This design comes from an exercise in tuning for small area and a short achievable clock period on the open sky130 flow, not from production work. Where RTL was checked, it was by simulation tests only, not by an equivalence proof against the original.

==> inputs of job 3271 <==
==> flow/design.v <==
module FourBitBP(
    input clk,
    input [2:0] branchID,
    input outcome,
    input reset,
    output reg miss
    );
    reg [3:0] BHT [0:7];
    reg [1:0] Counters [0:127];
    reg       rst_r;             
    reg [2:0] bid_r;             
    reg       h3_r;              
    reg [1:0] c_r;               
    reg       o_r;               
    reg       self_r;            
    wire [1:0] wd_r = rst_r ? 2'b00 :
                      {(c_r[1] & c_r[0]) | (o_r & (c_r[1] | c_r[0])),
                       (c_r[1] & ~c_r[0]) | (o_r & (c_r[1] | ~c_r[0]))};
    wire [3:0]  h_r = {h3_r, BHT[bid_r][3:1]};
    wire [7:0]  we_b;
    wire [15:0] we_h;
    wire [1:0]  cb [0:7];
    genvar b, j;
    generate
        for (b = 0; b < 8; b = b + 1) begin : g_rd
            assign we_b[b] = rst_r | (bid_r == b);
            assign cb[b] = (rst_r | (self_r & (bid_r == b))) ? wd_r :
                           Counters[{b[2:0], BHT[b]}];
        end
        for (j = 0; j < 16; j = j + 1) begin : g_weh
            assign we_h[j] = rst_r | (h_r == j);
        end
    endgenerate
    wire [7:0] h0, h1;
    generate
        for (b = 0; b < 8; b = b + 1) begin : g_hx
            assign h0[b] = (BHT[b] == 4'b0000);
            assign h1[b] = (BHT[b] == 4'b1111);
        end
    endgenerate
    wire [1:0] c = cb[branchID];
    wire [3:0] h = BHT[branchID];
    always @(posedge clk) begin
        miss   <= ~reset & (c[1] ^ outcome);
        rst_r  <= reset;
        bid_r  <= branchID;
        h3_r   <= h[3];
        c_r    <= c;
        o_r    <= outcome;
        self_r <= outcome ? h1[branchID] : h0[branchID];
    end
    generate
        for (b = 0; b < 8; b = b + 1) begin : g_bht
            always @(posedge clk) begin
                if (reset)
                    BHT[b] <= 4'b0000;
                else if (branchID == b)
                    BHT[b] <= {BHT[b][2:0], outcome};
            end
            for (j = 0; j < 16; j = j + 1) begin : g_cnt
                always @(posedge clk) begin
                    if (we_b[b] & we_h[j])
                        Counters[b*16+j] <= wd_r;
                end
            end
        end
    endgenerate
endmodule
==> flow/run.sh <==
#!/bin/bash
# synth_recipe.tcl (not shown) runs the flow's synth.tcl, then flattens the netlist and writes it again
# the make line also repeats each setting of config.mk as NAME=value (left out here)
make -C /OpenROAD-flow-scripts/flow DESIGN_CONFIG=/design/flow/config.mk WORK_HOME=/design/flow/orfs CLKGATE_MAP_FILE= SYNTH_SCRIPT=/design/flow/synth_recipe.tcl finish
==> flow/config.mk <==
export PLATFORM = sky130hd
export DESIGN_NAME = FourBitBP
export DESIGN_NICKNAME = FourBitBP
export VERILOG_FILES = /design/flow/design.v
export SDC_FILE = /design/flow/constraint.sdc
export NUM_CORES = 4
export LEC_CHECK = 0
export ABC_AREA = 1
export CAP_MARGIN = 20
export CORE_MARGIN = 2
export CORE_UTILIZATION = 40
export CTS_BUF_LIST = sky130_fd_sc_hd__clkbuf_8
export CTS_CLUSTER_DIAMETER = 70
export CTS_CLUSTER_SIZE = 15
export SETUP_SLACK_MARGIN = 3.7
export SLEW_MARGIN = 20
==> flow/constraint.sdc <==
create_clock -name core_clock -period 6.0 [get_ports {clk}]
set_input_delay 1.2000 -clock core_clock [delete_from_list [all_inputs] [get_ports {clk}]]
set_output_delay 1.2000 -clock core_clock [all_outputs]
set_load 0.01 [all_outputs]
==> job 7125: changes against job 3271 <==
==> flow/design.v, changed modules only <==
module FourBitBP(
    input clk,
    input [2:0] branchID,
    input outcome,
    input reset,
    output reg miss
    );
    reg [3:0] BHT [0:7];
    reg [1:0] Counters [0:127];
    wire [1:0] cb [0:7];
    genvar b, j;
    generate
        for (b = 0; b < 8; b = b + 1) begin : g_rd
            assign cb[b] = Counters[{b[2:0], BHT[b]}];
        end
    endgenerate
    wire [1:0] c = cb[branchID];
    wire [1:0] nc = reset ? 2'b00 :
                    {(c[1] & c[0]) | (outcome & (c[1] | c[0])),
                     (c[1] & ~c[0]) | (outcome & (c[1] | ~c[0]))};
    always @(posedge clk) begin
        miss <= ~reset & (c[1] ^ outcome);
    end
    generate
        for (b = 0; b < 8; b = b + 1) begin : g_bht
            always @(posedge clk) begin
                if (reset)
                    BHT[b] <= 4'b0000;
                else if (branchID == b)
                    BHT[b] <= {BHT[b][2:0], outcome};
            end
            for (j = 0; j < 16; j = j + 1) begin : g_cnt
                always @(posedge clk) begin
                    if (reset | ((branchID == b) & (BHT[b] == j)))
                        Counters[b*16+j] <= nc;
                end
            end
        end
    endgenerate
endmodule
==> flow/config.mk (replaced) <==
export PLATFORM = sky130hd
export DESIGN_NAME = FourBitBP
export DESIGN_NICKNAME = FourBitBP
export VERILOG_FILES = /design/flow/design.v
export SDC_FILE = /design/flow/constraint.sdc
export NUM_CORES = 4
export LEC_CHECK = 0
export CAP_MARGIN = 20
export CORE_MARGIN = 2
export CORE_UTILIZATION = 40
export SLEW_MARGIN = 20
==> job 3856: changes against job 3271 <==
==> flow/design.v, changed modules only <==
module FourBitBP(
    input clk,
    input [2:0] branchID,
    input outcome,
    input reset,
    output reg miss
    );
    reg [3:0] BHT [0:7];
    reg [1:0] Counters [0:127];
    reg       rst_r;             
    reg [2:0] bid_r;             
    reg [3:0] h_r;               
    reg [1:0] c_r;               
    reg       o_r;               
    reg       self_r;            
    wire [1:0] wd_r = rst_r ? 2'b00 :
                      {(c_r[1] & c_r[0]) | (o_r & (c_r[1] | c_r[0])),
                       (c_r[1] & ~c_r[0]) | (o_r & (c_r[1] | ~c_r[0]))};
    wire [7:0]  we_b;
    wire [15:0] we_h;
    wire [1:0]  cb [0:7];
    genvar b, j;
    generate
        for (b = 0; b < 8; b = b + 1) begin : g_rd
            assign we_b[b] = rst_r | (bid_r == b);
            assign cb[b] = (rst_r | (self_r & (bid_r == b))) ? wd_r :
                           Counters[{b[2:0], BHT[b]}];
        end
        for (j = 0; j < 16; j = j + 1) begin : g_weh
            assign we_h[j] = rst_r | (h_r == j);
        end
    endgenerate
    wire [1:0] c = cb[branchID];
    wire [3:0] h = BHT[branchID];
    always @(posedge clk) begin
        miss   <= ~reset & (c[1] ^ outcome);
        rst_r  <= reset;
        bid_r  <= branchID;
        h_r    <= h;
        c_r    <= c;
        o_r    <= outcome;
        self_r <= (h == {4{outcome}});
    end
    generate
        for (b = 0; b < 8; b = b + 1) begin : g_bht
            always @(posedge clk) begin
                if (reset)
                    BHT[b] <= 4'b0000;
                else if (branchID == b)
                    BHT[b] <= {BHT[b][2:0], outcome};
            end
            for (j = 0; j < 16; j = j + 1) begin : g_cnt
                always @(posedge clk) begin
                    if (we_b[b] & we_h[j])
                        Counters[b*16+j] <= wd_r;
                end
            end
        end
    endgenerate
endmodule
--- a/flow/config.mk
+++ b/flow/config.mk
@@ -11,5 +11,5 @@
 export CORE_UTILIZATION = 40
-export CTS_BUF_LIST = sky130_fd_sc_hd__clkbuf_8
-export CTS_CLUSTER_DIAMETER = 70
-export CTS_CLUSTER_SIZE = 15
+export CTS_BUF_LIST = sky130_fd_sc_hd__clkbuf_16
+export CTS_CLUSTER_DIAMETER = 100
+export CTS_CLUSTER_SIZE = 16
 export SETUP_SLACK_MARGIN = 3.7
==> impl_metrics.ini <==
[status]
status = finished clean

[finish]
area_share_nonclk_buffers_pct = 3.95
syn_to_final_growth_pct = 14.6
n_antenna_cell = 1

[critical_path]
critical_path_class = reg2out
ff2ff_path_depth = 11
slowest_stage = dfxtp_2
cp_max_fo = 1

[sta]
period_share_pct = 37.8

[power]
leakagePower_nw = 5.74

[grt]
grt_use_total_pct = 21.3

[die]
rows = 66

[placed_design]
dp_cells = 1731
[end of results for job 3271]
==> impl_metrics.ini <==
[status]
status = finished clean

[finish]
area_share_nonclk_buffers_pct = 0.824
n_antenna_cell = 2
syn_to_final_growth_pct = 11.1

[sta]
period_share_pct = 38.6
skew_ps = 21.1

[run]
max_cap_violations = 0

[placed_design]
dp_cells = 1688

[cts]
cts.sinks = 301
cts_buffers = 22

[power]
leakagePower_nw = 5.58

[yosys]
yosys.area_share.simple_pct = 25.6
avgSynthCellArea_um2 = 10.1

[die]
die_area_um2 = 33900
die_h_um = 184
rows = 65

[critical_path]
cp_max_fo = 17
critical_path_class = reg2reg
ff2ff_path_depth = 12
slowest_stage = dfxtp_1

[grt]
grt_use_total_pct = 20.3
[end of results for job 3856]
==> impl_metrics.ini <==
[status]
status = finished clean

[power]
comb_cell_power_mw = 0.255

[yosys]
synth_area_leaders = edfxtp_1 58%, dfxtp_1 5.0%, nand2_1 4.7%

[finish]
n_antenna_cell = 0
sh_seq_area_pct = 57.9
syn_to_final_growth_pct = 9.49

[critical_path]
slowest_stage = clkdlybuf4s50_1
ff2ff_path_depth = 9
cp_max_fo = 76

[placed_design]
dp_cells = 1486

[die]
rows = 66

[sta]
period_share_pct = 68.8
[end of results for job 7125]
The RTL of job 3271 and job 7125 was laid out without a check of its function.

## re-timing with driven ports
The results above use ideal ports. As a check the final layouts listed here were re-extracted and re-timed, cells and wires unchanged.
Step 1, drivers: a clkbuf_16 drives clk and a buf_2 each remaining input, both assumed.
Step 2 times the ports against the registers' clock, not the clock port: input delays grow and output delays shrink by t, the midpoint of the rising clock arrivals with the driver on.
a / b / c = no drivers / after step 1 / after step 2; a / b = the first two.
| run | t, ns | setup WS [ns] | latest minus earliest clock arrival (ns) | slew at the worst register clock pin (ns) |
|---|---|---|---|---|
| job 3271 | 0.610 | 3.729 / 3.682 / 3.236 | 0.019 / 0.018 | 0.10 / 0.10 |
| job 7125 | 0.597 | 1.871 / 1.874 / 1.277 | 0.021 / 0.020 | 0.07 / 0.07 |
| job 3856 | 0.572 | 3.684 / 3.684 / 3.205 | 0.023 / 0.023 | 0.08 / 0.08 |
After both steps every run listed still meets setup and hold. For job 7125, which loses most, drivers alone change the setup slack by +0.003 ns; drivers and shift together by -0.594 ns.
